Background: an optimization exercise with open tools, aiming at small area and a short achievable clock period. Do not read the settings as production practice.
Function was checked by simulation only, so behaviour that the tests miss may differ from the original.

[design/flow/run.sh]
#!/bin/bash
# synth_recipe.tcl (not shown) runs the flow's synth.tcl, then flattens the netlist and writes it again
# the make line also repeats each setting of config.mk as NAME=value (left out here)
make -C /OpenROAD-flow-scripts/flow DESIGN_CONFIG=/design/flow/config.mk WORK_HOME=/design/flow/orfs CLKGATE_MAP_FILE= SYNTH_SCRIPT=/design/flow/synth_recipe.tcl finish
[design/flow/constraint.sdc]
create_clock -name core_clock -period 8.0 [get_ports {clk}]
set_input_delay 1.6000 -clock core_clock [delete_from_list [all_inputs] [get_ports {clk}]]
set_output_delay 1.6000 -clock core_clock [all_outputs]
set_load 0.01 [all_outputs]
[design/flow/design.v]
module mac (
    input  logic        clk,
    input  logic        v,
    input  logic [7:0]  a,
    input  logic [7:0]  w,
    output logic [31:0] acc_o
);
    logic [15:0] L, U;
    logic up, dn;
    wire pp0 = (a[0] & w[0]);
    wire pp1 = (a[0] & w[1]);
    wire pp2 = (a[0] & w[2]);
    wire pp3 = (a[0] & w[3]);
    wire pp4 = (a[0] & w[4]);
    wire pp5 = (a[0] & w[5]);
    wire pp6 = (a[0] & w[6]);
    wire pp7 = ~(a[0] & w[7]);
    wire pp8 = (a[1] & w[0]);
    wire pp9 = (a[1] & w[1]);
    wire pp10 = (a[1] & w[2]);
    wire pp11 = (a[1] & w[3]);
    wire pp12 = (a[1] & w[4]);
    wire pp13 = (a[1] & w[5]);
    wire pp14 = (a[1] & w[6]);
    wire pp15 = ~(a[1] & w[7]);
    wire pp16 = (a[2] & w[0]);
    wire pp17 = (a[2] & w[1]);
    wire pp18 = (a[2] & w[2]);
    wire pp19 = (a[2] & w[3]);
    wire pp20 = (a[2] & w[4]);
    wire pp21 = (a[2] & w[5]);
    wire pp22 = (a[2] & w[6]);
    wire pp23 = ~(a[2] & w[7]);
    wire pp24 = (a[3] & w[0]);
    wire pp25 = (a[3] & w[1]);
    wire pp26 = (a[3] & w[2]);
    wire pp27 = (a[3] & w[3]);
    wire pp28 = (a[3] & w[4]);
    wire pp29 = (a[3] & w[5]);
    wire pp30 = (a[3] & w[6]);
    wire pp31 = ~(a[3] & w[7]);
    wire pp32 = (a[4] & w[0]);
    wire pp33 = (a[4] & w[1]);
    wire pp34 = (a[4] & w[2]);
    wire pp35 = (a[4] & w[3]);
    wire pp36 = (a[4] & w[4]);
    wire pp37 = (a[4] & w[5]);
    wire pp38 = (a[4] & w[6]);
    wire pp39 = ~(a[4] & w[7]);
    wire pp40 = (a[5] & w[0]);
    wire pp41 = (a[5] & w[1]);
    wire pp42 = (a[5] & w[2]);
    wire pp43 = (a[5] & w[3]);
    wire pp44 = (a[5] & w[4]);
    wire pp45 = (a[5] & w[5]);
    wire pp46 = (a[5] & w[6]);
    wire pp47 = ~(a[5] & w[7]);
    wire pp48 = (a[6] & w[0]);
    wire pp49 = (a[6] & w[1]);
    wire pp50 = (a[6] & w[2]);
    wire pp51 = (a[6] & w[3]);
    wire pp52 = (a[6] & w[4]);
    wire pp53 = (a[6] & w[5]);
    wire pp54 = (a[6] & w[6]);
    wire pp55 = ~(a[6] & w[7]);
    wire pp56 = ~(a[7] & w[0]);
    wire pp57 = ~(a[7] & w[1]);
    wire pp58 = ~(a[7] & w[2]);
    wire pp59 = ~(a[7] & w[3]);
    wire pp60 = ~(a[7] & w[4]);
    wire pp61 = ~(a[7] & w[5]);
    wire pp62 = ~(a[7] & w[6]);
    wire pp63 = (a[7] & w[7]);
    wire s64 = L[5] ^ pp5;
    wire c65 = L[5] & pp5;
    wire s66 = L[6] ^ pp6 ^ pp13;
    wire c67 = (L[6] & pp6) | (pp13 & (L[6] ^ pp6));
    wire s68 = pp20 ^ pp27;
    wire c69 = pp20 & pp27;
    wire s70 = L[7] ^ pp7 ^ pp14;
    wire c71 = (L[7] & pp7) | (pp14 & (L[7] ^ pp7));
    wire s72 = pp21 ^ pp28 ^ pp35;
    wire c73 = (pp21 & pp28) | (pp35 & (pp21 ^ pp28));
    wire s74 = pp42 ^ pp49;
    wire c75 = pp42 & pp49;
    wire s76 = 1'b1 ^ L[8] ^ pp15;
    wire c77 = (1'b1 & L[8]) | (pp15 & (1'b1 ^ L[8]));
    wire s78 = pp22 ^ pp29 ^ pp36;
    wire c79 = (pp22 & pp29) | (pp36 & (pp22 ^ pp29));
    wire s80 = pp43 ^ pp50 ^ pp57;
    wire c81 = (pp43 & pp50) | (pp57 & (pp43 ^ pp50));
    wire s82 = L[9] ^ pp23 ^ pp30;
    wire c83 = (L[9] & pp23) | (pp30 & (L[9] ^ pp23));
    wire s84 = pp37 ^ pp44 ^ pp51;
    wire c85 = (pp37 & pp44) | (pp51 & (pp37 ^ pp44));
    wire s86 = L[10] ^ pp31 ^ pp38;
    wire c87 = (L[10] & pp31) | (pp38 & (L[10] ^ pp31));
    wire s88 = L[3] ^ pp3;
    wire c89 = L[3] & pp3;
    wire s90 = L[4] ^ pp4 ^ pp11;
    wire c91 = (L[4] & pp4) | (pp11 & (L[4] ^ pp4));
    wire s92 = pp18 ^ pp25;
    wire c93 = pp18 & pp25;
    wire s94 = pp12 ^ pp19 ^ pp26;
    wire c95 = (pp12 & pp19) | (pp26 & (pp12 ^ pp19));
    wire s96 = pp33 ^ pp40 ^ s64;
    wire c97 = (pp33 & pp40) | (s64 & (pp33 ^ pp40));
    wire s98 = pp34 ^ pp41 ^ pp48;
    wire c99 = (pp34 & pp41) | (pp48 & (pp34 ^ pp41));
    wire s100 = c65 ^ s68 ^ s66;
    wire c101 = (c65 & s68) | (s66 & (c65 ^ s68));
    wire s102 = pp56 ^ c69 ^ s74;
    wire c103 = (pp56 & c69) | (s74 & (pp56 ^ c69));
    wire s104 = c67 ^ s70 ^ s72;
    wire c105 = (c67 & s70) | (s72 & (c67 ^ s70));
    wire s106 = c75 ^ c71 ^ c73;
    wire c107 = (c75 & c71) | (c73 & (c75 ^ c71));
    wire s108 = s76 ^ s78 ^ s80;
    wire c109 = (s76 & s78) | (s80 & (s76 ^ s78));
    wire s110 = pp58 ^ c77 ^ c79;
    wire c111 = (pp58 & c77) | (c79 & (pp58 ^ c77));
    wire s112 = c81 ^ s82 ^ s84;
    wire c113 = (c81 & s82) | (s84 & (c81 ^ s82));
    wire s114 = pp45 ^ pp52 ^ pp59;
    wire c115 = (pp45 & pp52) | (pp59 & (pp45 ^ pp52));
    wire s116 = c83 ^ c85 ^ s86;
    wire c117 = (c83 & c85) | (s86 & (c83 ^ c85));
    wire s118 = L[11] ^ pp39 ^ pp46;
    wire c119 = (L[11] & pp39) | (pp46 & (L[11] ^ pp39));
    wire s120 = pp53 ^ pp60 ^ c87;
    wire c121 = (pp53 & pp60) | (c87 & (pp53 ^ pp60));
    wire s122 = L[12] ^ pp47 ^ pp54;
    wire c123 = (L[12] & pp47) | (pp54 & (L[12] ^ pp47));
    wire s124 = L[2] ^ pp2;
    wire c125 = L[2] & pp2;
    wire s126 = pp10 ^ pp17 ^ pp24;
    wire c127 = (pp10 & pp17) | (pp24 & (pp10 ^ pp17));
    wire s128 = pp32 ^ c89 ^ s92;
    wire c129 = (pp32 & c89) | (s92 & (pp32 ^ c89));
    wire s130 = c93 ^ c91 ^ s94;
    wire c131 = (c93 & c91) | (s94 & (c93 ^ c91));
    wire s132 = c95 ^ s98 ^ c97;
    wire c133 = (c95 & s98) | (c97 & (c95 ^ s98));
    wire s134 = c99 ^ s102 ^ c101;
    wire c135 = (c99 & s102) | (c101 & (c99 ^ s102));
    wire s136 = c103 ^ c105 ^ s106;
    wire c137 = (c103 & c105) | (s106 & (c103 ^ c105));
    wire s138 = c107 ^ c109 ^ s110;
    wire c139 = (c107 & c109) | (s110 & (c107 ^ c109));
    wire s140 = s114 ^ c111 ^ c113;
    wire c141 = (s114 & c111) | (c113 & (s114 ^ c111));
    wire s142 = c115 ^ s118 ^ c117;
    wire c143 = (c115 & s118) | (c117 & (c115 ^ s118));
    wire s144 = pp61 ^ c119 ^ s122;
    wire c145 = (pp61 & c119) | (s122 & (pp61 ^ c119));
    wire s146 = L[13] ^ pp55 ^ pp62;
    wire c147 = (L[13] & pp55) | (pp62 & (L[13] ^ pp55));
    wire s148 = L[1] ^ pp1;
    wire c149 = L[1] & pp1;
    wire s150 = pp9 ^ pp16 ^ s124;
    wire c151 = (pp9 & pp16) | (s124 & (pp9 ^ pp16));
    wire s152 = c125 ^ s88 ^ s126;
    wire c153 = (c125 & s88) | (s126 & (c125 ^ s88));
    wire s154 = c127 ^ s90 ^ s128;
    wire c155 = (c127 & s90) | (s128 & (c127 ^ s90));
    wire s156 = c129 ^ s96 ^ s130;
    wire c157 = (c129 & s96) | (s130 & (c129 ^ s96));
    wire s158 = c131 ^ s100 ^ s132;
    wire c159 = (c131 & s100) | (s132 & (c131 ^ s100));
    wire s160 = s104 ^ c133 ^ s134;
    wire c161 = (s104 & c133) | (s134 & (s104 ^ c133));
    wire s162 = s108 ^ c135 ^ s136;
    wire c163 = (s108 & c135) | (s136 & (s108 ^ c135));
    wire s164 = s112 ^ c137 ^ s138;
    wire c165 = (s112 & c137) | (s138 & (s112 ^ c137));
    wire s166 = s116 ^ c139 ^ s140;
    wire c167 = (s116 & c139) | (s140 & (s116 ^ c139));
    wire s168 = s120 ^ c141 ^ s142;
    wire c169 = (s120 & c141) | (s142 & (s120 ^ c141));
    wire s170 = s144 ^ c121 ^ c143;
    wire c171 = (s144 & c121) | (c143 & (s144 ^ c121));
    wire s172 = s146 ^ c123 ^ c145;
    wire c173 = (s146 & c123) | (c145 & (s146 ^ c123));
    wire s174 = L[14] ^ pp63 ^ c147;
    wire c175 = (L[14] & pp63) | (c147 & (L[14] ^ pp63));
    wire s176 = 1'b1 ^ L[15];
    wire c177 = 1'b1 & L[15];
    wire [17:0] tx = {1'b1, c177, c175, c173, c171, c169, c167, c165, c163, c161, c159, c157, c155, c153, c151, c149, s148, L[0]};
    wire [17:0] ty = {1'b0, 1'b1, s176, s174, s172, s170, s168, s166, s164, s162, s160, s158, s156, s154, s152, s150, pp8, pp0};
    wire [17:0] T = tx + ty;
    wire [15:0] R = U + {{15{dn}}, up | dn};
    always_ff @(posedge clk) begin
        if (v) begin
            L <= T[15:0];
            U <= R;
            up <= T[16] & ~T[17];
            dn <= T[17];
        end else begin
            L <= '0;
            U <= '0;
            up <= 1'b0;
            dn <= 1'b0;
        end
    end
    assign acc_o = {R, L};
endmodule
module mmu_array #(
    parameter int N = 4,
    parameter int DW = 8,
    parameter int AW = 32
) (
    input  logic clk,
    input  logic valid_i,
    input  logic [N*DW-1:0] activation_rows,    
    input  logic [N*DW-1:0] weight_columns,     
    output logic valid_o,
    output logic [N*N*AW-1:0] psums             
);
    logic [N-1:0] vq;
    always_ff @(posedge clk) vq <= {vq[N-2:0], valid_i};
    assign valid_o = vq[N-1];
    logic [DW-1:0] a_bus [N][N];
    logic [DW-1:0] w_bus [N][N];
    for (genvar r = 0; r < N; r++) begin : ROW
        for (genvar c = 0; c < N; c++) begin : COL
            logic v;
            if (c == 0) begin : A0
                assign a_bus[r][c] = activation_rows[r*DW +: DW];
                assign v = valid_i;
            end else begin : AQ
                logic [DW-1:0] a_q;
                always_ff @(posedge clk) a_q <= a_bus[r][c-1];
                assign a_bus[r][c] = a_q;
                assign v = vq[c-1];
            end
            if (r == 0) begin : W0
                assign w_bus[r][c] = weight_columns[c*DW +: DW];
            end else begin : WQ
                logic [DW-1:0] w_q;
                always_ff @(posedge clk) w_q <= w_bus[r-1][c];
                assign w_bus[r][c] = w_q;
            end
            mac pe (
                .clk(clk), .v(v), .a(a_bus[r][c]), .w(w_bus[r][c]),
                .acc_o(psums[(r*N+c)*AW +: AW])
            );
        end
    end
endmodule
[design/flow/config.mk]
export PLATFORM = sky130hd
export DESIGN_NAME = mmu_array
export DESIGN_NICKNAME = mmu_array
export VERILOG_FILES = /design/flow/design.v
export SDC_FILE = /design/flow/constraint.sdc
export NUM_CORES = 4
export LEC_CHECK = 0
export CAP_MARGIN = 20
export CORE_MARGIN = 2
export CORE_UTILIZATION = 40
export SETUP_SLACK_MARGIN = 3.5
export SLEW_MARGIN = 20
export TNS_END_PERCENT = 10
==> results.txt, run 1 <==
Floorplanning:
- Row generation in the floorplan step produced 149 rows.
- The initial standard-cell utilization of the core is 0.401.
- The vertical die dimension is 410 um.
- The floorplan step defined a core boundary enclosing 164000 um2.
- The total die area is 168000 um2.
- The number of top-level pins is 579.
- The width of the die is 410 um.

Clocking:
- The number of clock buffers inserted by TritonCTS is 98.
- TritonCTS built the clock tree.
- In this run the number of H-tree levels came out at 3.
- Clock-pin slew was measured on the worst setup and hold paths at 60 ps.
- The buffer cell driving the clock tree root is sky130_fd_sc_hd__clkbuf_16.
- Clock tree synthesis found a total of 740 sinks.
- The clock passes through at most 3 buffers.
- For the worst-skew pair, the clock arrives at the later sink with an insertion delay of 710 ps.
- Buffers inserted to repair hold after CTS numbered 0.

Final layout:
- The post-synthesis to final-layout area growth is 23.8%.
- The proportion of layout cells with a drive suffix above 1 is 0.124.
- Registers take 14900 um2.
- The number of standard cells in the layout, taps in and fillers out is 10155.
- The area used by multi-input combinational logic is 49300 um2.
- Counting the fill cells in the layout gives 15431.
- The finished cells cover 81700 um2.
- After the last flow step, the layout net total stands at 9396.

Setup path:
- In this design, the stage delay of the slowest critical-path cell is 410 ps.
- The critical setup path kind is reg2out.
- The worst path required time is 6400 ps.
- The number of cells on the worst reg-to-reg path is 15.
- Counting stages on the worst path, the most repeated cell is sky130_fd_sc_hd__o21a_1.
- The type of destination of the critical path is an output pin.
- For the worst setup path, the data arrival time is 3490 ps.
- The biggest fanout along the worst timing path is 3.
- The critical path's slowest cell is sky130_fd_sc_hd__a311o_1.
- The top cell family by delay on the critical path is compound AO/OA/AOI/OAI gates.
- The startpoint class of the critical path is a register.
- The number of buffers and inverters on the critical path is 3.
- The critical path goes through or2_4 > ha_4 > inv_2 > fa_2 > nor2b_1 > o21a_1 > a311o_1 > o41ai_4 > buf_4 > o22ai_2 > o21a_1 > o21ai_2 > o31a_1 > buf_2.
- The total stage count of the critical path is 14.

Synthesis:
- The dominant cell by count in the synthesized netlist is sky130_fd_sc_hd__inv_1.
- Counting flops with a built-in enable in the synthesized netlist gives 0.
- Each instance of the synthesized netlist takes up on average 9.31 um2.
- By count the netlist is led by 1126 x sky130_fd_sc_hd__inv_1, 1096 x sky130_fd_sc_hd__and2_1, 800 x sky130_fd_sc_hd__fa_1, 740 x sky130_fd_sc_hd__dfxtp_1, 640 x sky130_fd_sc_hd__ha_1.
- The post-synthesis async set-or-reset flop share is 0.
- Synthesis produced 7093 cells.
- The cell area after technology mapping is 66000 um2.
- Counting distinct cell types in the post-synthesis netlist gives 85.
- The most used flip-flop cell after synthesis is sky130_fd_sc_hd__dfxtp_1.
- Of the synthesized area, sequential elements account for 0.224.
- During synthesis, Yosys emitted a total of 6 warnings.
- Yosys attributes the largest share of cell area to sky130_fd_sc_hd__fa_1 24%, sky130_fd_sc_hd__dfxtp_1 22%, sky130_fd_sc_hd__ha_1 12%.
- Of the post-synthesis cell area, the dominant cell type holds 0.243.
- Of all cell types, the one taking the most synthesized area is sky130_fd_sc_hd__fa_1.
- The post-synth net total is 8599.
- Synthesis inferred 740 register bits.

Timing:
- In this run the tightest slew margin relative to its limit is 0.376.
- The max-slew violation count was 0.
- The number of setup violations in the final report is 0.
- Hold is met by 490 ps.
- The maximum clock rate is 196 MHz.
- Setup repair after global routing could not meet its margin everywhere.
- For the pin with the worst max-slew slack, the measured transition is 936 ps.
- Subtracting the final worst setup slack from the clock period gives 5090 ps.
- Setup slack on the critical path of the routed design comes to 2910 ps.
- After routing, the total negative slack on setup checks comes to 0 ps.
- The clock skew is 21.0 ps.
- The hold violation count in the final report came to 0.
- The share of the clock period used by the worst path is 0.636.

Place:
- Routability-driven placement finished with a final weighted congestion of 0.876.
- The placed instances occupy a cell area of 74500 um2.
- The count of input and output buffers is 578.
- The wire-length estimate of the detail-placed layout is 141000 um.
- The cell total after placement is 9792.
- Before CTS, the worst setup slack after placement is 1690 ps.

Run status:
- The run finished with no timing, DRC or antenna violations.

Routing:
- The total length of routed wires is 183000 um.
- The met3 wirelength from detailed routing is 10700 um.
- For this run, design rule violations remaining after detail routing come to 0.
- The final routed wire length divided by cell count is 18.0 um.
- For this block, wires on met1 add up to 78800 um.
- The detailed router used layers up to and including met4.
- The via count of the routed design is 50388.
- Detailed routing placed a total of 88400 um of wire on met2.
- After detailed routing, the number of vias per cell comes to 4.96.
- The total iterations of the first detailed-routing run is 7.
- The post-route antenna net violation count is 0.
- The starting DRC count in detailed routing is 2252.

Min path:
- The class of the tightest hold or removal check is reg2reg.
- Counting instances, the worst hold path has a depth of 0.

Global routing:
- The via count of the first global-routing pass is 52973.
- The overall routing resource usage is 0.215.
- The initial antenna violation count came to 4.
- Summed over all layers, the global routing overflow is 0.
- Entering global routing, the biggest net connects 85 pins.
- The first global-routing pass estimated 289000 um of wire.

Job:
- The tool flagged a number of max-cap violations equal to 0.
==> cells in the final DEF, fill, tap and decap left out, types with 62 or more instances in the layout <==
cell                              netlist  layout
sky130_fd_sc_hd__xor2_1               132     130
sky130_fd_sc_hd__inv_1               1126    1080
sky130_fd_sc_hd__fa_2                   0      67
sky130_fd_sc_hd__o21a_1                88      88
sky130_fd_sc_hd__nor2_1               371     363
sky130_fd_sc_hd__buf_4                 16     180
sky130_fd_sc_hd__xnor2_1              267     254
sky130_fd_sc_hd__o21ai_0              175     150
sky130_fd_sc_hd__fa_1                 800     733
sky130_fd_sc_hd__nor2b_1               77      68
sky130_fd_sc_hd__clkdlybuf4s50_1        0     426
sky130_fd_sc_hd__a21oi_1              286     243
sky130_fd_sc_hd__a21o_1               144     143
sky130_fd_sc_hd__clkbuf_16              0     100
sky130_fd_sc_hd__ha_1                 640     537
sky130_fd_sc_hd__and2_1              1096    1051
sky130_fd_sc_hd__nand2_1              381     374
sky130_fd_sc_hd__nand2b_1              64      62
sky130_fd_sc_hd__dfxtp_1              740     716
sky130_fd_sc_hd__ha_4                   0      92
==> kinds of logic after synthesis <==
group / after synthesis / synth area share
fa+ha+maj: 1440 / 0.364
buf+inv: 1206 / 0.0695
mux: 3 / 0.000455
simple gates: 2243 / 0.183
compound gates: 1062 / 0.106
flops: 740 / 0.224
xor+xnor: 399 / 0.0529
==> layout make-up <==
cell class                 count  area share
sequential                   740       0.182
inverter                    1129      0.0519
antenna                        1   0.0000306
clock inverter                34     0.00548
tap                         2189      0.0335
timing repair buffer         774      0.0895
multi-input combinational   5147       0.604
clock buffer                 141      0.0337
==> through the flow <==
stage / util
after floorplan: -
after global placement: 0.453
after detailed placement: 0.453
after CTS: 0.483
after global routing: 0.497
final: 0.497
==> layer usage <==
layer,GRT usage,up-vias
li1,-,24279
met1,0.269,24925
met2,0.370,951
met3,0.0493,233
met4,0.0567,0
met5,0,-
==> registers in the layout (all words and copies together) (netlist names) <==
register,count
ROW.COL.pe.up,16
vq,4
ROW.COL.pe.L,256
ROW.COL.pe.dn,16
ROW.COL.WQ.w_q,96
ROW.COL.pe.U,256
ROW.COL.AQ.a_q,96
==> worst register-to-register path, stage by stage, from the launching register on <==
cell	delay (ps)
sky130_fd_sc_hd__dfxtp_1	670
sky130_fd_sc_hd__and2_1	220
sky130_fd_sc_hd__ha_1	250
sky130_fd_sc_hd__fa_1	540
sky130_fd_sc_hd__inv_1	50
sky130_fd_sc_hd__fa_1	490
sky130_fd_sc_hd__inv_1	50
sky130_fd_sc_hd__fa_1	480
sky130_fd_sc_hd__ha_1	350
sky130_fd_sc_hd__a2111oi_0	400
sky130_fd_sc_hd__o2bb2ai_1	250
sky130_fd_sc_hd__o31ai_1	200
sky130_fd_sc_hd__a21o_1	230
sky130_fd_sc_hd__nor2b_1	130
sky130_fd_sc_hd__nor4_1	340
sky130_fd_sc_hd__nor3_1	80
==> final timing paths <==
kind / startpoint / slack, ps / end
max: ROW[2].COL[3].pe.dn$_SDFF_PN0_ / 2910 / psums[382]
min: ROW[1].COL[2].AQ.a_q[1]$_DFF_P_ / 490 / ROW[1].COL[3].AQ.a_q[1]$_DFF_P_
max reg2reg: ROW[2].COL[1].AQ.a_q[6]$_DFF_P_ / 3140 / ROW[2].COL[1].pe.up$_SDFF_PN0_
min reg2reg: ROW[1].COL[2].AQ.a_q[1]$_DFF_P_ / 490 / ROW[1].COL[3].AQ.a_q[1]$_DFF_P_
==> repair_timing <==
item | in CTS | in global routing
resized for setup | 479 | 734
pin swaps | 135 | 234
setup buffers | 105 | 80
hold endpoints to repair | 0 | 0
cloned | 0 | 2
setup endpoints to repair | 342 | 319
==> inputs of run 2 (changes only) <==
--- a/design/flow/config.mk
+++ b/design/flow/config.mk
@@ -8,6 +8,4 @@
 export CAP_MARGIN = 20
 export CORE_MARGIN = 2
 export CORE_UTILIZATION = 40
-export SETUP_SLACK_MARGIN = 3.5
 export SLEW_MARGIN = 20
-export TNS_END_PERCENT = 10
==> run 2 against run 1 <==
  * Still clean on timing, DRC and antenna
  * Design area down 5.1%
  * Die area unchanged
  * Setup slack worse by 1200 ps
  * Highest routed layer unchanged
==> results.txt, run 2 <==
Setup path:
- The startpoint of the most critical setup path is ROW[2].COL[1].pe.dn$_SDFF_PN0_.
- The slack of the worst reg-to-reg path is 3030 ps (-110 ps).
- The critical path arrival is 4680 ps (+1190 ps).
- Traced cell by cell, the critical path runs through or2_2 > ha_1 > inv_1 > fa_1 > nor2b_1 > o21a_1 > a311o_2 > a311oi_4 > o21bai_2 > a41oi_2 > xnor2_1 > clkdlybuf4s50_1.
- The kind of cell with the highest combined delay along the critical path is compound AO/OA/AOI/OAI gates.
- The critical setup path kind is reg2out.
- The worst path required time is 6400 ps (about the same).
- The total stage count of the critical path is 12 (-2).
- The critical path capture point is psums[318].
- The biggest fanout along the worst timing path is 17 (+14).
- The startpoint class of the critical path is a register.
- The worst setup path is captured at an output pin.
- The number of buffers and inverters on the critical path is 2 (-1).
- In this run the critical register-to-register path is launched from ROW[1].COL[2].WQ.w_q[5]$_DFF_P_.
- The worst reg2reg path endpoint is ROW[1].COL[2].pe.up$_SDFF_PN0_.
- The critical path's slowest cell is sky130_fd_sc_hd__clkdlybuf4s50_1.
- The delay of the slowest critical-path stage is 640 ps (+230 ps).
- The number of cells on the worst reg-to-reg path is 16 (+1).

Global routing:
- The via count of the first global-routing pass is 52270 (-1.3%).
- The maximum number of pins on one net before global-route repair is 86 (+1.2%).
- The initial antenna violation count is 1 (-3).
- The overall routing resource usage came to 0.215 (about the same).
- The leftover overflow at the end of global routing came to 0 (unchanged).
- The first-pass GRT wire length is 288000 um (-0.12%).

Routing:
- The total length of routed wires is 179000 um (-2.1%).
- The final routed wire length divided by cell count is 17.9 um (-0.32%).
- The post-route antenna net violation count is 0 (unchanged).
- The starting DRC count in detailed routing is 2354 (+4.5%).
- The total iterations of the first detailed-routing run is 7 (unchanged).
- The detailed-route DRC error count is 0 (unchanged).
- The via count of the routed design is 49297 (-2.2%).
- The mean number of vias per cell is 4.94 (-0.35%).

Synthesis:
- Sorting the synthesized cells by area gives the leading types as sky130_fd_sc_hd__fa_1 24%, sky130_fd_sc_hd__dfxtp_1 22%, sky130_fd_sc_hd__ha_1 12%.
- By count the netlist is led by 1126 x sky130_fd_sc_hd__inv_1, 1096 x sky130_fd_sc_hd__and2_1, 800 x sky130_fd_sc_hd__fa_1, 740 x sky130_fd_sc_hd__dfxtp_1, 640 x sky130_fd_sc_hd__ha_1.
- The synthesized flop and latch total is 740 (unchanged).
- The proportion of synthesized area in mux cells is 0.000455 (unchanged).
- The cell area after technology mapping was 66000 um2 (unchanged).
- The post-synthesis async set-or-reset flop share is 0 (unchanged).
- By area, the combinational part of the netlist is dominated by adder cells.
- The total of warnings raised by yosys was 6 (unchanged).
- The sequential area share after synthesis is 0.224 (unchanged).
- The number of enable-type register cells in the synthesized netlist is 0 (unchanged).
- The synthesized-area fraction occupied by ao, oa, aoi and oai cells is 0.106 (unchanged).
- The biggest area consumer among synthesized cells is sky130_fd_sc_hd__fa_1.
- The dominant cell by count in the synthesized netlist is sky130_fd_sc_hd__inv_1.
- The share of Yosys cell area claimed by the top area cell type was 0.243 (unchanged).
- The number of unique standard cell types used by synthesis is 85 (unchanged).
- The mean instance size in the synthesized netlist is 9.31 um2 (unchanged).
- The post-synthesis share of cell area spent on and, or, nand and nor gates is 0.183 (unchanged).
- The xor/xnor cell area share of the yosys netlist came to 0.0529 (unchanged).
- The post-synth net total is 8599 (unchanged).
- The synthesized instance count came to 7093 (unchanged).
- The most used flip-flop cell after synthesis is sky130_fd_sc_hd__dfxtp_1.
- The adder-cell share of the synthesized area is 0.364 (unchanged).

Clocking:
- The clock transition at the registers of the reported paths was 60 ps (about the same).
- The clock sink count is 740 (unchanged).
- The buffer cell driving the clock tree root is sky130_fd_sc_hd__clkbuf_16.
- The count of cells resized by post-cts repair is 0 (-100%).
- TritonCTS built the clock tree.
- The cts-stage hold buffer count is 0 (unchanged).
- The clock insertion delay at the later pin of the skew report is 710 ps (about the same).
- The number of clock buffers inserted by TritonCTS is 96 (-2.0%).
- The number of levels in the clock H-tree is 3 (unchanged).
- The number of buffers between clock root and the deepest sink is 3 (unchanged).
- The setup fix buffers added after clock tree synthesis is 0 (-100%).

Timing:
- The max-slew violation count is 0 (unchanged).
- The final critical path time including I/O delays and setup is 6280 ps (+1190 ps).
- The final total negative setup slack is 0 ps (unchanged).
- The transition at the pin with the smallest max-transition slack is 1010 ps (+69.0 ps).
- The maximum clock rate is 159 MHz (-19%).
- The clock skew is 34.8 ps (+13.8 ps).
- The worst hold slack was 494 ps (+4.02 ps).
- The setup slack of the critical path after layout is 1720 ps (-1190 ps).
- The headroom to the max-slew limit was 0.330 (-0.0460).
- Setup repair after global routing left no endpoint under its margin.
- The number of setup violations in the final report is 0 (unchanged).
- The share of the clock period used by the worst path came to 0.785 (+0.149).
- The hold violation count in the final report is 0 (unchanged).

Final layout:
- The proportion of layout cells with a drive suffix above 1 is 0.0301 (-0.0935).
- The post-synthesis to final-layout area growth is 17.5%.
- The largest registers in the layout are ROW.COL.pe.L x256, ROW.COL.pe.U x256.
- Leaving out fill and tap cells, the most frequent cell in the layout is sky130_fd_sc_hd__inv_1.
- The final net count came to 9207 (-2.0%).
- The area used by multi-input combinational logic is 46600 um2 (-5.5%).
- The number of filler instances in the final layout is 15775 (+2.2%).
- The area of all sequential standard cells is 14800 um2 (-0.43%).
- In the layout the commonest cells are 1125 x sky130_fd_sc_hd__inv_1, 1096 x sky130_fd_sc_hd__and2_1, 800 x sky130_fd_sc_hd__fa_1.

Floorplanning:
- The total number of placement rows is 149 (unchanged).
- The initial standard-cell utilization of the core is 0.401 (unchanged).
- The core footprint is 164000 um2 (unchanged).
- The total die area is 168000 um2 (unchanged).
- The number of top-level pins was 579 (unchanged).
- The vertical die dimension is 410 um (unchanged).
- The width of the die was 410 um (unchanged).

Job:
- The max-cap violation count came to 0 (unchanged).

Place:
- The final weighted congestion in routability-driven placement came to 0.880 (+0.43%).
- The count of input and output buffers is 578 (unchanged).
- The HPWL reported at the end of detailed placement is 141000 um (about the same).
- The post-placement setup slack is 1320 ps (-372 ps).

Run status:
- The flow ran to the end and the layout has no timing, DRC or antenna violations.

Min path:
- The tightest min-delay check is of the reg2reg type.
## run 2: cell counts after synthesis
Identical to the previous run, type by type.
## run 2: kinds of logic after synthesis
family,after synthesis
flip-flops,740
AO/OA/AOI/OAI,1062
multiplexers,3
buffers and inverters,1206
XOR/XNOR,399
adder cells (fa/ha/maj),1440
AND/OR/NAND/NOR,2243
## run 2: routing by layer
metal | up-vias | share of wire | routed length (um) | global-route usage
li1 | 23889 | - | - | -
met1 | 24251 | 0.44 | 78400 | 0.274
met2 | 924 | 0.48 | 85600 | 0.366
met3 | 233 | 0.059 | 10500 | 0.0502
met4 | 0 | 0.024 | 4230 | 0.0513
met5 | - | 0 | 0 | 0
## run 2: worst min-delay path by stage
| stage | start | to | slack (ps) | cells after the start |
|---|---|---|---|---|
| 2_1_floorplan | vq[1]$_DFF_P_ | vq[2]$_DFF_P_ | 350 | 0 |
| 3_5_place_dp | ROW[2].COL[2].WQ.w_q[0]$_DFF_P_ | ROW[3].COL[2].WQ.w_q[0]$_DFF_P_ | 500 | 0 |
| 5_1_grt | ROW[2].COL[2].WQ.w_q[0]$_DFF_P_ | ROW[3].COL[2].WQ.w_q[0]$_DFF_P_ | 530 | 0 |
| 3_3_place_gp | ROW[3].COL[2].AQ.a_q[5]$_DFF_P_ | ROW[3].COL[3].AQ.a_q[5]$_DFF_P_ | 500 | 0 |
| 4_1_cts | ROW[2].COL[0].WQ.w_q[4]$_DFF_P_ | ROW[3].COL[0].WQ.w_q[4]$_DFF_P_ | 510 | 0 |
| 6_report | ROW[2].COL[2].WQ.w_q[0]$_DFF_P_ | ROW[3].COL[2].WQ.w_q[0]$_DFF_P_ | 490 | 0 |
## run 2: layout make-up
type | instances | area share
Multi-Input combinational cell | 5147 | 0.601
Sequential cell | 740 | 0.191
Timing Repair Buffer | 587 | 0.0754
Inverter | 1129 | 0.0546
Tap cell | 2189 | 0.0353
Clock buffer | 125 | 0.0350
Clock inverter | 52 | 0.00742
Antenna cell | 1 | 0.0000323
## run 2: stage by stage
step                      area (um2)  cells  utilization
final                          77500   9970        0.472
after floorplan                66000   7093            -
after CTS                      77500   9969        0.472
after global routing           77500   9969        0.472
after global placement         74300   9792        0.452
after detailed placement       74300   9792        0.452
==> inputs of run 3 (changes only) <==
--- a/design/flow/design.v
+++ b/design/flow/design.v
@@ -14,7 +14,7 @@
     wire pp4 = (a[0] & w[4]);
     wire pp5 = (a[0] & w[5]);
     wire pp6 = (a[0] & w[6]);
-    wire pp7 = ~(a[0] & w[7]);
+    wire pp7 = (~a[0] | ~w[7]);
     wire pp8 = (a[1] & w[0]);
     wire pp9 = (a[1] & w[1]);
     wire pp10 = (a[1] & w[2]);
@@ -22,7 +22,7 @@
     wire pp12 = (a[1] & w[4]);
     wire pp13 = (a[1] & w[5]);
     wire pp14 = (a[1] & w[6]);
-    wire pp15 = ~(a[1] & w[7]);
+    wire pp15 = (~a[1] | ~w[7]);
     wire pp16 = (a[2] & w[0]);
     wire pp17 = (a[2] & w[1]);
     wire pp18 = (a[2] & w[2]);
@@ -30,7 +30,7 @@
     wire pp20 = (a[2] & w[4]);
     wire pp21 = (a[2] & w[5]);
     wire pp22 = (a[2] & w[6]);
-    wire pp23 = ~(a[2] & w[7]);
+    wire pp23 = (~a[2] | ~w[7]);
     wire pp24 = (a[3] & w[0]);
     wire pp25 = (a[3] & w[1]);
     wire pp26 = (a[3] & w[2]);
@@ -38,7 +38,7 @@
     wire pp28 = (a[3] & w[4]);
     wire pp29 = (a[3] & w[5]);
     wire pp30 = (a[3] & w[6]);
-    wire pp31 = ~(a[3] & w[7]);
+    wire pp31 = (~a[3] | ~w[7]);
     wire pp32 = (a[4] & w[0]);
     wire pp33 = (a[4] & w[1]);
     wire pp34 = (a[4] & w[2]);
@@ -46,7 +46,7 @@
     wire pp36 = (a[4] & w[4]);
     wire pp37 = (a[4] & w[5]);
     wire pp38 = (a[4] & w[6]);
-    wire pp39 = ~(a[4] & w[7]);
+    wire pp39 = (~a[4] | ~w[7]);
     wire pp40 = (a[5] & w[0]);
     wire pp41 = (a[5] & w[1]);
     wire pp42 = (a[5] & w[2]);
@@ -54,7 +54,7 @@
     wire pp44 = (a[5] & w[4]);
     wire pp45 = (a[5] & w[5]);
     wire pp46 = (a[5] & w[6]);
-    wire pp47 = ~(a[5] & w[7]);
+    wire pp47 = (~a[5] | ~w[7]);
     wire pp48 = (a[6] & w[0]);
     wire pp49 = (a[6] & w[1]);
     wire pp50 = (a[6] & w[2]);
@@ -62,14 +62,14 @@
     wire pp52 = (a[6] & w[4]);
     wire pp53 = (a[6] & w[5]);
     wire pp54 = (a[6] & w[6]);
-    wire pp55 = ~(a[6] & w[7]);
-    wire pp56 = ~(a[7] & w[0]);
-    wire pp57 = ~(a[7] & w[1]);
-    wire pp58 = ~(a[7] & w[2]);
-    wire pp59 = ~(a[7] & w[3]);
-    wire pp60 = ~(a[7] & w[4]);
-    wire pp61 = ~(a[7] & w[5]);
-    wire pp62 = ~(a[7] & w[6]);
+    wire pp55 = (~a[6] | ~w[7]);
+    wire pp56 = (~a[7] | ~w[0]);
+    wire pp57 = (~a[7] | ~w[1]);
+    wire pp58 = (~a[7] | ~w[2]);
+    wire pp59 = (~a[7] | ~w[3]);
+    wire pp60 = (~a[7] | ~w[4]);
+    wire pp61 = (~a[7] | ~w[5]);
+    wire pp62 = (~a[7] | ~w[6]);
     wire pp63 = (a[7] & w[7]);
     wire s64 = L[5] ^ pp5;
     wire c65 = L[5] & pp5;
@@ -185,21 +185,237 @@
     wire c175 = (L[14] & pp63) | (c147 & (L[14] ^ pp63));
     wire s176 = 1'b1 ^ L[15];
     wire c177 = 1'b1 & L[15];
-    wire [17:0] tx = {1'b1, c177, c175, c173, c171, c169, c167, c165, c163, c161, c159, c157, c155, c153, c151, c149, s148, L[0]};
-    wire [17:0] ty = {1'b0, 1'b1, s176, s174, s172, s170, s168, s166, s164, s162, s160, s158, s156, s154, s152, s150, pp8, pp0};
-    wire [17:0] T = tx + ty;
-    wire [15:0] R = U + {{15{dn}}, up | dn};
+    wire tg178 = L[0] & pp0;
+    wire tg179 = s148 & pp8;
+    wire tg180 = c149 & s150;
+    wire tg181 = c151 & s152;
+    wire tg182 = c153 & s154;
+    wire tg183 = c155 & s156;
+    wire tg184 = c157 & s158;
+    wire tg185 = c159 & s160;
+    wire tg186 = c161 & s162;
+    wire tg187 = c163 & s164;
+    wire tg188 = c165 & s166;
+    wire tg189 = c167 & s168;
+    wire tg190 = c169 & s170;
+    wire tg191 = c171 & s172;
+    wire tg192 = c173 & s174;
+    wire tg193 = c175 & s176;
+    wire tg194 = c177 & 1'b1;
+    wire tg195 = 1'b1 & 1'b0;
+    wire tp196 = L[0] ^ pp0;
+    wire tp197 = s148 ^ pp8;
+    wire tp198 = c149 ^ s150;
+    wire tp199 = c151 ^ s152;
+    wire tp200 = c153 ^ s154;
+    wire tp201 = c155 ^ s156;
+    wire tp202 = c157 ^ s158;
+    wire tp203 = c159 ^ s160;
+    wire tp204 = c161 ^ s162;
+    wire tp205 = c163 ^ s164;
+    wire tp206 = c165 ^ s166;
+    wire tp207 = c167 ^ s168;
+    wire tp208 = c169 ^ s170;
+    wire tp209 = c171 ^ s172;
+    wire tp210 = c173 ^ s174;
+    wire tp211 = c175 ^ s176;
+    wire tp212 = c177 ^ 1'b1;
+    wire tp213 = 1'b1 ^ 1'b0;
+    wire tG214 = tg179 | (tp197 & tg178);
+    wire tP215 = tp197 & tp196;
+    wire tG216 = tg181 | (tp199 & tg180);
+    wire tP217 = tp199 & tp198;
+    wire tG218 = tg183 | (tp201 & tg182);
+    wire tP219 = tp201 & tp200;
+    wire tG220 = tg185 | (tp203 & tg184);
+    wire tP221 = tp203 & tp202;
+    wire tG222 = tg187 | (tp205 & tg186);
+    wire tP223 = tp205 & tp204;
+    wire tG224 = tg189 | (tp207 & tg188);
+    wire tP225 = tp207 & tp206;
+    wire tG226 = tg191 | (tp209 & tg190);
+    wire tP227 = tp209 & tp208;
+    wire tG228 = tg193 | (tp211 & tg192);
+    wire tP229 = tp211 & tp210;
+    wire tG230 = tg195 | (tp213 & tg194);
+    wire tP231 = tp213 & tp212;
+    wire tG232 = tg180 | (tp198 & tG214);
+    wire tP233 = tp198 & tP215;
+    wire tG234 = tG216 | (tP217 & tG214);
+    wire tP235 = tP217 & tP215;
+    wire tG236 = tg184 | (tp202 & tG218);
+    wire tP237 = tp202 & tP219;
+    wire tG238 = tG220 | (tP221 & tG218);
+    wire tP239 = tP221 & tP219;
+    wire tG240 = tg188 | (tp206 & tG222);
+    wire tP241 = tp206 & tP223;
+    wire tG242 = tG224 | (tP225 & tG222);
+    wire tP243 = tP225 & tP223;
+    wire tG244 = tg192 | (tp210 & tG226);
+    wire tP245 = tp210 & tP227;
+    wire tG246 = tG228 | (tP229 & tG226);
+    wire tP247 = tP229 & tP227;
+    wire tG248 = tg182 | (tp200 & tG234);
+    wire tP249 = tp200 & tP235;
+    wire tG250 = tG218 | (tP219 & tG234);
+    wire tP251 = tP219 & tP235;
+    wire tG252 = tG236 | (tP237 & tG234);
+    wire tP253 = tP237 & tP235;
+    wire tG254 = tG238 | (tP239 & tG234);
+    wire tP255 = tP239 & tP235;
+    wire tG256 = tg190 | (tp208 & tG242);
+    wire tP257 = tp208 & tP243;
+    wire tG258 = tG226 | (tP227 & tG242);
+    wire tP259 = tP227 & tP243;
+    wire tG260 = tG244 | (tP245 & tG242);
+    wire tP261 = tP245 & tP243;
+    wire tG262 = tG246 | (tP247 & tG242);
+    wire tP263 = tP247 & tP243;
+    wire tG264 = tg186 | (tp204 & tG254);
+    wire tP265 = tp204 & tP255;
+    wire tG266 = tG222 | (tP223 & tG254);
+    wire tP267 = tP223 & tP255;
+    wire tG268 = tG240 | (tP241 & tG254);
+    wire tP269 = tP241 & tP255;
+    wire tG270 = tG242 | (tP243 & tG254);
+    wire tP271 = tP243 & tP255;
+    wire tG272 = tG256 | (tP257 & tG254);
+    wire tP273 = tP257 & tP255;
+    wire tG274 = tG258 | (tP259 & tG254);
+    wire tP275 = tP259 & tP255;
+    wire tG276 = tG260 | (tP261 & tG254);
+    wire tP277 = tP261 & tP255;
+    wire tG278 = tG262 | (tP263 & tG254);
+    wire tP279 = tP263 & tP255;
+    wire tG280 = tg194 | (tp212 & tG278);
+    wire tP281 = tp212 & tP279;
+    wire tG282 = tG230 | (tP231 & tG278);
+    wire tP283 = tP231 & tP279;
+    wire ts284 = tp197 ^ tg178;
+    wire ts285 = tp198 ^ tG214;
+    wire ts286 = tp199 ^ tG232;
+    wire ts287 = tp200 ^ tG234;
+    wire ts288 = tp201 ^ tG248;
+    wire ts289 = tp202 ^ tG250;
+    wire ts290 = tp203 ^ tG252;
+    wire ts291 = tp204 ^ tG254;
+    wire ts292 = tp205 ^ tG264;
+    wire ts293 = tp206 ^ tG266;
+    wire ts294 = tp207 ^ tG268;
+    wire ts295 = tp208 ^ tG270;
+    wire ts296 = tp209 ^ tG272;
+    wire ts297 = tp210 ^ tG274;
+    wire ts298 = tp211 ^ tG276;
+    wire ts299 = tp212 ^ tG278;
+    wire ts300 = tp213 ^ tG280;
+    wire rn301 = ~U[0];
+    wire rn302 = ~U[1];
+    wire rn303 = ~U[2];
+    wire rn304 = ~U[3];
+    wire rn305 = ~U[4];
+    wire rn306 = ~U[5];
+    wire rn307 = ~U[6];
+    wire rn308 = ~U[7];
+    wire rn309 = ~U[8];
+    wire rn310 = ~U[9];
+    wire rn311 = ~U[10];
+    wire rn312 = ~U[11];
+    wire rn313 = ~U[12];
+    wire rn314 = ~U[13];
+    wire rn315 = ~U[14];
+    wire rn316 = ~U[15];
+    wire ra317 = U[1] & U[0];
+    wire rz318 = rn302 & rn301;
+    wire ra319 = U[3] & U[2];
+    wire rz320 = rn304 & rn303;
+    wire ra321 = U[5] & U[4];
+    wire rz322 = rn306 & rn305;
+    wire ra323 = U[7] & U[6];
+    wire rz324 = rn308 & rn307;
+    wire ra325 = U[9] & U[8];
+    wire rz326 = rn310 & rn309;
+    wire ra327 = U[11] & U[10];
+    wire rz328 = rn312 & rn311;
+    wire ra329 = U[13] & U[12];
+    wire rz330 = rn314 & rn313;
+    wire ra331 = U[15] & U[14];
+    wire rz332 = rn316 & rn315;
+    wire ra333 = U[2] & ra317;
+    wire rz334 = rn303 & rz318;
+    wire ra335 = ra319 & ra317;
+    wire rz336 = rz320 & rz318;
+    wire ra337 = U[6] & ra321;
+    wire rz338 = rn307 & rz322;
+    wire ra339 = ra323 & ra321;
+    wire rz340 = rz324 & rz322;
+    wire ra341 = U[10] & ra325;
+    wire rz342 = rn311 & rz326;
+    wire ra343 = ra327 & ra325;
+    wire rz344 = rz328 & rz326;
+    wire ra345 = U[14] & ra329;
+    wire rz346 = rn315 & rz330;
+    wire ra347 = ra331 & ra329;
+    wire rz348 = rz332 & rz330;
+    wire ra349 = U[4] & ra335;
+    wire rz350 = rn305 & rz336;
+    wire ra351 = ra321 & ra335;
+    wire rz352 = rz322 & rz336;
+    wire ra353 = ra337 & ra335;
+    wire rz354 = rz338 & rz336;
+    wire ra355 = ra339 & ra335;
+    wire rz356 = rz340 & rz336;
+    wire ra357 = U[12] & ra343;
+    wire rz358 = rn313 & rz344;
+    wire ra359 = ra329 & ra343;
+    wire rz360 = rz330 & rz344;
+    wire ra361 = ra345 & ra343;
+    wire rz362 = rz346 & rz344;
+    wire ra363 = ra347 & ra343;
+    wire rz364 = rz348 & rz344;
+    wire ra365 = U[8] & ra355;
+    wire rz366 = rn309 & rz356;
+    wire ra367 = ra325 & ra355;
+    wire rz368 = rz326 & rz356;
+    wire ra369 = ra341 & ra355;
+    wire rz370 = rz342 & rz356;
+    wire ra371 = ra343 & ra355;
+    wire rz372 = rz344 & rz356;
+    wire ra373 = ra357 & ra355;
+    wire rz374 = rz358 & rz356;
+    wire ra375 = ra359 & ra355;
+    wire rz376 = rz360 & rz356;
+    wire ra377 = ra361 & ra355;
+    wire rz378 = rz362 & rz356;
+    wire ra379 = ra363 & ra355;
+    wire rz380 = rz364 & rz356;
+    wire ro381 = U[0] ^ (up | dn);
+    wire ro382 = U[1] ^ ((up & U[0]) | (dn & rn301));
+    wire ro383 = U[2] ^ ((up & ra317) | (dn & rz318));
+    wire ro384 = U[3] ^ ((up & ra333) | (dn & rz334));
+    wire ro385 = U[4] ^ ((up & ra335) | (dn & rz336));
+    wire ro386 = U[5] ^ ((up & ra349) | (dn & rz350));
+    wire ro387 = U[6] ^ ((up & ra351) | (dn & rz352));
+    wire ro388 = U[7] ^ ((up & ra353) | (dn & rz354));
+    wire ro389 = U[8] ^ ((up & ra355) | (dn & rz356));
+    wire ro390 = U[9] ^ ((up & ra365) | (dn & rz366));
+    wire ro391 = U[10] ^ ((up & ra367) | (dn & rz368));
+    wire ro392 = U[11] ^ ((up & ra369) | (dn & rz370));
+    wire ro393 = U[12] ^ ((up & ra371) | (dn & rz372));
+    wire ro394 = U[13] ^ ((up & ra373) | (dn & rz374));
+    wire ro395 = U[14] ^ ((up & ra375) | (dn & rz376));
+    wire ro396 = U[15] ^ ((up & ra377) | (dn & rz378));
+    wire [15:0] R = {ro396, ro395, ro394, ro393, ro392, ro391, ro390, ro389, ro388, ro387, ro386, ro385, ro384, ro383, ro382, ro381};
     always_ff @(posedge clk) begin
         if (v) begin
-            L <= T[15:0];
+            L <= {ts298, ts297, ts296, ts295, ts294, ts293, ts292, ts291, ts290, ts289, ts288, ts287, ts286, ts285, ts284, tp196};
+            up <= ts299 & ~ts300;
+            dn <= ts300;
             U <= R;
-            up <= T[16] & ~T[17];
-            dn <= T[17];
         end else begin
             L <= '0;
-            U <= '0;
             up <= 1'b0;
             dn <= 1'b0;
+            U <= '0;
         end
     end
     assign acc_o = {R, L};
==> design/flow/flow/run.sh (new file) <==
#!/bin/bash
# Standard synthesis and layout; the only change is the cell used to buffer the
# ports (buf_1 instead of the resizer's default pick, a slow delay cell).
set -euo pipefail
bash standard.sh "BUFFER_PORTS_ARGS=-buffer_cell sky130_fd_sc_hd__buf_1" finish > standard_flow.log 2>&1
==> design/flow/standard.sh (new file) <==
#!/bin/bash
# synth_recipe.tcl (not shown) runs the flow's synth.tcl, then flattens the netlist and writes it again
# the make line also repeats each setting of config.mk as NAME=value (left out here)
make -C /OpenROAD-flow-scripts/flow DESIGN_CONFIG=/design/flow/config.mk WORK_HOME=/design/flow/orfs CLKGATE_MAP_FILE= SYNTH_SCRIPT=/design/flow/synth_recipe.tcl "${@:-finish}"
--- a/design/flow/config.mk
+++ b/design/flow/config.mk
@@ -8,4 +8,6 @@
 export CAP_MARGIN = 20
 export CORE_MARGIN = 2
 export CORE_UTILIZATION = 40
+export SETUP_SLACK_MARGIN = 3.5
 export SLEW_MARGIN = 20
+export TNS_END_PERCENT = 10
removed: design/flow/run.sh
==> run 3 against run 2 <==
  * Still clean
  * Sequential share of layout area increased by 2.0 points
  * Design area is 9.2% lower
  * Final cell count down 6.8%
  * First-iteration DRC count is 14% lower
  * Setup slack better by 1500 ps
  * Highest routed layer is now met5
==> results.txt, run 3 <==
Timing:
- The max-slew violation count came to 0 (unchanged).
- The final critical path time including I/O delays and setup is 4760 ps (-1520 ps).
- The hold violation count in the final report is 0 (unchanged).
- The share of the clock period used by the worst path came to 0.595 (-0.190).
- The clock skew came to 40.1 ps (+5.22 ps).
- The headroom to the max-slew limit came to 0.389 (+0.0595).
- The transition at the pin with the smallest max-transition slack is 916 ps (-89.2 ps).
- The number of setup violations in the final report is 0 (unchanged).
- The maximum clock rate came to 210 MHz (+32%).
- Setup repair after global routing could not meet its margin everywhere.
- The final total negative setup slack came to 0 ps (unchanged).

Synthesis:
- The number of unique standard cell types used by synthesis was 72 (-15%).
- The synthesized instance count is 6806 (-4.0%).
- The share of Yosys cell area claimed by the top area cell type is 0.264 (+0.0217).
- The mean instance size in the synthesized netlist is 9.26 um2 (-0.53%).
- By instance count, the leading cell after synthesis is sky130_fd_sc_hd__inv_1.
- After synthesis, the largest family of logic cells by area is adder cells.
- The xor/xnor cell area share of the yosys netlist is 0.0518 (-0.00113).
- The most used flip-flop cell after synthesis is sky130_fd_sc_hd__dfxtp_1.
- The adder-cell share of the synthesized area is 0.337 (-0.0265).
- The synthesized flop and latch total is 740 (unchanged).
- The cell area after technology mapping was 63000 um2 (-4.6%).
- By count the netlist is led by 1239 x sky130_fd_sc_hd__inv_1, 1074 x sky130_fd_sc_hd__and2_1, 832 x sky130_fd_sc_hd__fa_1, 740 x sky130_fd_sc_hd__dfxtp_1, 491 x sky130_fd_sc_hd__nand2_1.
- The post-synthesis async set-or-reset flop share was 0 (unchanged).
- The proportion of synthesized area in mux cells is 0.00723 (+0.00677).
- The post-synth net total is 8072 (-6.1%).
- The synthesized-area fraction occupied by ao, oa, aoi and oai cells is 0.0571 (-0.0486).
- The sequential area share after synthesis came to 0.235 (+0.0107).
- The number of enable-type register cells in the synthesized netlist is 0 (unchanged).
- The biggest area consumer among synthesized cells is sky130_fd_sc_hd__fa_1.
- The total of warnings raised by yosys was 6 (unchanged).
- The post-synthesis share of cell area spent on and, or, nand and nor gates is 0.198 (+0.0154).
- In the post-synthesis netlist, the biggest area contributors are sky130_fd_sc_hd__fa_1 26%, sky130_fd_sc_hd__dfxtp_1 24%, sky130_fd_sc_hd__and2_1 11%.

Clocking:
- The clock insertion delay at the later pin of the skew report is 730 ps (+20 ps).
- The number of levels in the clock H-tree is 3 (unchanged).
- The clock sink count was 740 (unchanged).
- The number of clock buffers inserted by TritonCTS is 95 (-1.0%).
- The CTS tree is done.
- The tree is rooted in a sky130_fd_sc_hd__clkbuf_16.
- The clock transition at the registers of the reported paths is 60 ps (about the same).
- The number of buffers between clock root and the deepest sink is 3 (unchanged).

Global routing:
- The maximum number of pins on one net before global-route repair is 92 (+7.0%).
- The leftover overflow at the end of global routing is 0 (unchanged).
- The initial antenna violation count is 8 (+7).
- The overall routing resource usage is 0.209 (-0.00611).
- The first-pass GRT wire length was 265000 um (-8.1%).
- The via count of the first global-routing pass is 47304 (-9.5%).

Setup path:
- The slack of the worst reg-to-reg path came to 3390 ps (+360 ps).
- The critical path's slowest cell is sky130_fd_sc_hd__fa_1.
- The startpoint class of the critical path is an input pin.
- The type of destination of the critical path is a register.
- The signal on the critical path passes through buf_1 > and2_1 > fa_1 > inv_1 > fa_2 > fa_1 > inv_1 > fa_1 > inv_1 > ha_4 > a21o_1 > a31oi_1 > a31oi_1 > or3b_4 > a21oi_1.
- The number of cells on the worst reg-to-reg path is 14 (-2).
- The worst reg2reg path endpoint is ROW[3].COL[3].pe.dn$_SDFF_PN0_.
- The number of buffers and inverters on the critical path is 4 (+2).
- The delay of the slowest critical-path stage is 510 ps (-130 ps).
- The worst reg2reg path startpoint is ROW[3].COL[3].AQ.a_q[3]$_DFF_P_.
- The cell family contributing the most delay on the critical path is adder cells.
- The biggest fanout along the worst timing path is 9 (-8).
- The worst path required time is 8630 ps (+2230 ps).
- The critical path arrival is 5400 ps (+720 ps).
- The critical setup path kind is in2reg.

Floorplanning:
- The initial standard-cell utilization of the core came to 0.403 (+0.00144).
- The width of the die was 401 um (-2.3%).
- The core footprint is 156000 um2 (-4.9%).
- The total die area came to 161000 um2 (-4.5%).
- The vertical die dimension was 401 um (-2.3%).
- The number of top-level pins is 579 (unchanged).
- The total number of placement rows was 145 (-2.7%).

Routing:
- The total length of routed wires is 167000 um (-6.4%).
- The mean number of vias per cell is 4.87 (-1.4%).
- The starting DRC count in detailed routing is 2032 (-14%).
- The final routed wire length divided by cell count is 18.0 um (+0.50%).
- The detailed-route DRC error count is 0 (unchanged).
- The post-route antenna net violation count is 0 (unchanged).
- The total iterations of the first detailed-routing run is 5 (-2).
- The via count of the routed design is 45287 (-8.1%).

Final layout:
- In the final layout, the registers with the most flip-flops are ROW.COL.pe.L x256, ROW.COL.pe.U x256.
- The proportion of layout cells with a drive suffix above 1 is 0.0781 (+0.0481).
- In the layout the commonest cells are 1207 x sky130_fd_sc_hd__inv_1, 1049 x sky130_fd_sc_hd__and2_1, 810 x sky130_fd_sc_hd__fa_1.
- The library cell used most frequently in the layout, excluding fill and tap cells, is sky130_fd_sc_hd__inv_1.
- The post-synthesis to final-layout area growth is 11.8%.
- The number of standard cells in the layout, taps in and fillers out came to 9290 (-6.8%).
- The final net count is 8423 (-8.5%).
- The core utilization of the finished layout is 0.450 (-0.0212).

Run status:
- The run finished with no timing, DRC or antenna violations.

Min path:
- The worst hold endpoint is ROW[2].COL[2].WQ.w_q[3]$_DFF_P_.
- The number of instances on the worst hold path is 0 (unchanged).
- The hold path startpoint is ROW[1].COL[2].WQ.w_q[3]$_DFF_P_.
- The class of the tightest hold or removal check is reg2reg.

Job:
- The max-cap violation count was 0 (unchanged).

Place:
- The HPWL reported at the end of detailed placement came to 133000 um (-5.8%).
- The final weighted congestion in routability-driven placement is 0.865 (-1.6%).
- The cell total after placement came to 9073 (-7.3%).
- The count of input and output buffers came to 578 (unchanged).
## run 3: cell count changes in the layout (fill, tap and decap cells not counted), moves of 50 or more
cell and delta:
sky130_fd_sc_hd__clkdlybuf4s50_1 -577, sky130_fd_sc_hd__buf_1 +504, sky130_fd_sc_hd__ha_1 -296, sky130_fd_sc_hd__a21oi_1 -175
sky130_fd_sc_hd__nor2_1 -125, sky130_fd_sc_hd__nand2_1 +103, sky130_fd_sc_hd__o21ai_0 -100, sky130_fd_sc_hd__a21o_1 -82
sky130_fd_sc_hd__inv_1 +82, sky130_fd_sc_hd__nor2b_1 -75, sky130_fd_sc_hd__a211oi_1 -59, sky130_fd_sc_hd__o21a_1 -56
sky130_fd_sc_hd__buf_4 +53, sky130_fd_sc_hd__xnor2_1 -50
## run 3: per-stage QoR
| step | hold WS, ps | cell area (um2) | setup WS [ps] |
|---|---|---|---|
| 2_1_floorplan | 329 | 63300 | 2960 |
| 5_1_grt | 455 | 70400 | 3120 |
| 3_5_place_dp | 464 | 65600 | 2150 |
| 4_1_cts | 450 | 69400 | 3270 |
| 3_3_place_gp | 447 | 65600 | 2260 |
| 6_report | 443 | 70400 | 3240 |
## run 3: final cells by class
class / instances / area [um2]
clock buffers: 127 / 2710
diodes: 2 / 5.00
inverters: 1241 / 4660
repair buffers: 634 / 3000
clock inverters: 43 / 558
multi-input cells: 4445 / 42000
well taps: 2058 / 2570
flip-flops and latches: 740 / 14900
fillers: 15271 / 86000
## run 3: metal layers
layer / up-vias / track usage / wire, um
li1: 21533 / - / -
met1: 22559 / 0.258 / 70200
met2: 949 / 0.357 / 81000
met3: 238 / 0.0468 / 10100
met4: 8 / 0.0728 / 6100
met5: - / 0 / 56
## run 3: cells by family (layout without fill, tap and decap cells)
group                      Yosys count  after routing
other                                0              2
buffers and inverters             1621           2045
DFF                                740            740
adders and majority gates         1200           1200
AOI/OAI and AO/OA                  538            538
muxes                               43             43
and+or+nand+nor                   2293           2293
xor gates and xnor gates           371            371
## run 3: how the worst max path moves through the flow
stage / slack, ps / from / cells past startpoint / end
6_report: 3240 / activation_rows[23] / 15 / ROW[2].COL[0].pe.L[14]$_SDFF_PN0_
5_1_grt: 3120 / ROW[0].COL[3].pe.U[0]$_SDFF_PN0_ / 6 / psums[123]
4_1_cts: 3270 / activation_rows[3] / 15 / ROW[0].COL[0].pe.dn$_SDFF_PN0_
2_1_floorplan: 2960 / activation_rows[16] / 13 / ROW[2].COL[0].pe.L[8]$_SDFF_PN0_
3_3_place_gp: 2260 / weight_columns[14] / 15 / ROW[0].COL[1].pe.L[15]$_SDFF_PN0_
3_5_place_dp: 2150 / weight_columns[14] / 14 / ROW[0].COL[1].pe.up$_SDFF_PN0_
## run 3: repair_timing
action / in CTS / in global routing
setup endpoints to repair: 189 / 206
cloned: 0 / 2
hold buffers: 0 / 0
setup buffers: 17 / 26
pin swaps: 16 / 59
gates resized for setup: 138 / 284
==> inputs of run 4 (changes only) <==
==> design/flow/run.sh (new file) <==
#!/bin/bash
# synth_recipe.tcl (not shown) runs the flow's synth.tcl, then flattens the netlist and writes it again
# the make line also repeats each setting of config.mk as NAME=value (left out here)
make -C /OpenROAD-flow-scripts/flow DESIGN_CONFIG=/design/flow/config.mk WORK_HOME=/design/flow/orfs CLKGATE_MAP_FILE= SYNTH_SCRIPT=/design/flow/synth_recipe.tcl finish
removed: design/flow/flow/run.sh
removed: design/flow/standard.sh
==> run 4 against run 3 <==
  * Still clean on timing, DRC and antenna
  * Maximum frequency rose by 0.38%
  * Design area rose by 5.7%
  * Clock-buffer cell count rose by 6
  * Final cell count rose by 0.29%
  * Critical path depth fell by 9
  * Core utilization rose by 2.6 points
  * Global-route usage rose by 0.33 points
  * Synthesized cell count did not move
  * Critical path type is now reg2out
  * Critical endpoint is now psums[158]
  * Highest routed layer is now met4
==> results.txt, run 4 <==
Global routing:
- The via count of the first global-routing pass was 47684 (+0.80%).
- The overall routing resource usage is 0.212 (+0.00334).
- The leftover overflow at the end of global routing is 0 (unchanged).
- The initial antenna violation count is 3 (-5).

Synthesis:
- The dominant cell by count in the synthesized netlist is sky130_fd_sc_hd__inv_1.
- The sequential area share after synthesis is 0.235 (unchanged).
- The total of warnings raised by yosys is 6 (unchanged).
- The biggest area contributor in the post-synthesis netlist is sky130_fd_sc_hd__fa_1.
- The synthesized flop and latch total is 740 (unchanged).
- The synthesized instance count is 6806 (unchanged).
- The number of enable-type register cells in the synthesized netlist is 0 (unchanged).
- The cell area after technology mapping came to 63000 um2 (unchanged).
- The post-synth net total is 8072 (unchanged).
- The post-synthesis async set-or-reset flop share is 0 (unchanged).
- The most used flip-flop cell after synthesis is sky130_fd_sc_hd__dfxtp_1.

Setup path:
- STA classifies the critical path endpoint as an output pin.
- The worst path required time was 6400 ps (-2230 ps).
- The critical path's slowest cell is sky130_fd_sc_hd__or4_4.
- Traced cell by cell, the critical path runs through nand4_1 > or4_4 > nor3_2 > mux2i_1 > xnor2_1 > clkdlybuf4s50_1.
- The biggest fanout along the worst timing path is 6 (-3).

Routing:
- The final routed wire length divided by cell count is 18.4 um (+1.8%).
- The total iterations of the first detailed-routing run is 5 (unchanged).
- The starting DRC count in detailed routing was 1927 (-5.2%).
- The mean number of vias per cell came to 4.86 (-0.33%).
- The detailed-route DRC error count was 0 (unchanged).
- The via count of the routed design is 45270 (-0.038%).
- The post-route antenna net violation count is 0 (unchanged).

Final layout:
- The area of all sequential standard cells came to 14900 um2 (+0.17%).
- The number of standard cells in the layout, taps in and fillers out is 9317 (+0.29%).
- The final net count is 8448 (+0.30%).
- The top cell types in the final layout, fill and taps aside, are 1206 x sky130_fd_sc_hd__inv_1, 1046 x sky130_fd_sc_hd__and2_1, 806 x sky130_fd_sc_hd__fa_1.
- Relative to the synthesized area, the layout overhead comes to 18.1%.
- In the final layout, the registers with the most flip-flops are ROW.COL.pe.L x256, ROW.COL.pe.U x256.
- The number of filler instances in the final layout was 14864 (-2.7%).
- The area used by multi-input combinational logic is 42600 um2 (+1.3%).
- Leaving out fill and tap cells, the most frequent cell in the layout is sky130_fd_sc_hd__inv_1.

Timing:
- The share of the clock period used by the worst path is 0.593 (-0.00226).
- The clock skew was 47.9 ps (+7.84 ps).
- The setup slack of the critical path after layout came to 3260 ps (+18.0 ps).
- The hold violation count in the final report is 0 (unchanged).
- The final total negative setup slack is 0 ps (unchanged).
- The max-slew violation count was 0 (unchanged).
- Setup repair after global routing could not meet its margin everywhere.

Floorplanning:
- The number of top-level pins is 579 (unchanged).
- The total die area is 161000 um2 (unchanged).
- The total number of placement rows is 145 (unchanged).
- The width of the die is 401 um (unchanged).
- The vertical die dimension is 401 um (unchanged).
- The core footprint is 156000 um2 (unchanged).

Place:
- The post-placement setup slack is 1860 ps (-291 ps).
- The final weighted congestion in routability-driven placement is 0.875 (+1.1%).
- The HPWL reported at the end of detailed placement is 135000 um (+1.5%).
- The count of input and output buffers is 578 (unchanged).
- The cell total after placement came to 9073 (unchanged).

Clocking:
- The cts-stage hold buffer count is 0 (unchanged).
- The clock insertion delay at the later pin of the skew report was 710 ps (-20 ps).
- The number of levels in the clock H-tree is 3 (unchanged).
- The number of clock buffers inserted by TritonCTS is 93 (-2.1%).
- The CTS tree is done.
- The buffer cell driving the clock tree root is sky130_fd_sc_hd__clkbuf_16.
- The number of buffers between clock root and the deepest sink was 3 (unchanged).

Job:
- The max-cap violation count came to 0 (unchanged).

Run status:
- The run finished with no timing, DRC or antenna violations.
run 4: cell types whose count changed in the layout (fill, tap and decap cells not counted), sizes merged, moves of 6 or more:
cell,before,now
clkdlybuf4s15,0,9
dlygate4sd2,0,38
buf,623,145
clkdlybuf4s50,0,455
clkinv,18,12
dlymetal6s2s,0,7
run 4: cells by family (layout without fill, tap and decap cells):
| family | count (synthesis) | in the layout | synth area share |
|---|---|---|---|
| other cells | 0 | 2 | 0 |
| mux | 43 | 43 | 0.00723 |
| xor+xnor | 371 | 371 | 0.0518 |
| buf+inv | 1621 | 2072 | 0.113 |
| compound gates | 538 | 538 | 0.0571 |
| flops | 740 | 740 | 0.235 |
| simple gates | 2293 | 2293 | 0.198 |
| fa+ha+maj | 1200 | 1200 | 0.337 |
run 4: path summary, 6_finish.rpt:
path / end / depth (start not counted) / slack [ps] / from
worst max-delay path: psums[158] / 6 / 3260 / ROW[1].COL[0].pe.U[0]$_SDFF_PN0_
worst min-delay path: ROW[3].COL[3].WQ.w_q[6]$_DFF_P_ / 0 / 430 / ROW[2].COL[3].WQ.w_q[6]$_DFF_P_
worst max register to register: ROW[2].COL[1].pe.L[9]$_SDFF_PN0_ / 14 / 3380 / ROW[2].COL[1].AQ.a_q[2]$_DFF_P_
worst min register to register: ROW[3].COL[3].WQ.w_q[6]$_DFF_P_ / 0 / 430 / ROW[2].COL[3].WQ.w_q[6]$_DFF_P_
run 4: cell type report:
type                    count  area share
multi-input cells        4445       0.572
inverters                1241      0.0626
flip-flops and latches    740       0.200
repair buffers            661      0.0854
clock inverters            37     0.00793
diodes                      2   0.0000672
clock buffers             133      0.0368
well taps                2058      0.0346
run 4: what timing repair did:
action	CTS	global route
hold endpoints to repair	0	0
pin swaps	60	96
buffers inserted	44	27
gates resized for setup	474	386
setup endpoints to repair	282	290
cloned	0	1
run 4: routing by layer:
layer / vias up / share of wire / global-route usage
met5: - / 0 / 0
met4: 0 / 0.027 / 0.0572
met3: 218 / 0.061 / 0.0521
met2: 897 / 0.50 / 0.373
met1: 22548 / 0.42 / 0.257
li1: 21607 / - / -
run 4: worst max-delay path, delay by kind of cell (launching register included):
kind,cells,cell delay [ps]
XOR/XNOR,1,200
buffers and inverters,1,570
flip-flops,1,470
multiplexers,1,120
AND/OR/NAND/NOR,3,1070
run 4: metrics by stage:
step / instance area, um2 / utilization / hold slack, ps
4_1_cts: 73500 / 0.470 / 453
3_5_place_dp: 69300 / 0.443 / 465
6_report: 74400 / 0.476 / 431
2_1_floorplan: 63300 / - / 329
5_1_grt: 74400 / 0.476 / 443
3_3_place_gp: 69300 / 0.443 / 453

port drivers added, routing unchanged:
The results above use ideal ports. As a check the final layouts listed here were re-extracted and re-timed, cells and wires unchanged. Step 1 sets driving cells, clkbuf_16 on the clock port and buf_2 on the other inputs (assumed; they add their load-dependent delay and slew). Step 2 times the ports against the registers' clock, not the clock port: input delays grow and output delays shrink by t, the midpoint of the rising clock arrivals with the driver on. Three values: no drivers, after step 1, after step 2; two values: the first two.
run	t (ns)	setup WS [ns]	slew at the worst register clock pin (ns)	pins driven straight from the clock port
run 1	0.772	2.911 / 2.833 / 2.203	0.06 / 0.06	1
run 2	0.770	1.719 / 1.640 / 1.317	0.06 / 0.06	1
run 3	0.783	3.239 / 3.207 / 2.424	0.07 / 0.07	1
run 4	0.768	3.257 / 3.177 / 2.545	0.07 / 0.07	1
After both steps setup and hold are still met in every run listed. For run 3, which loses most, drivers alone change the setup slack by -0.032 ns; drivers and shift together by -0.815 ns.
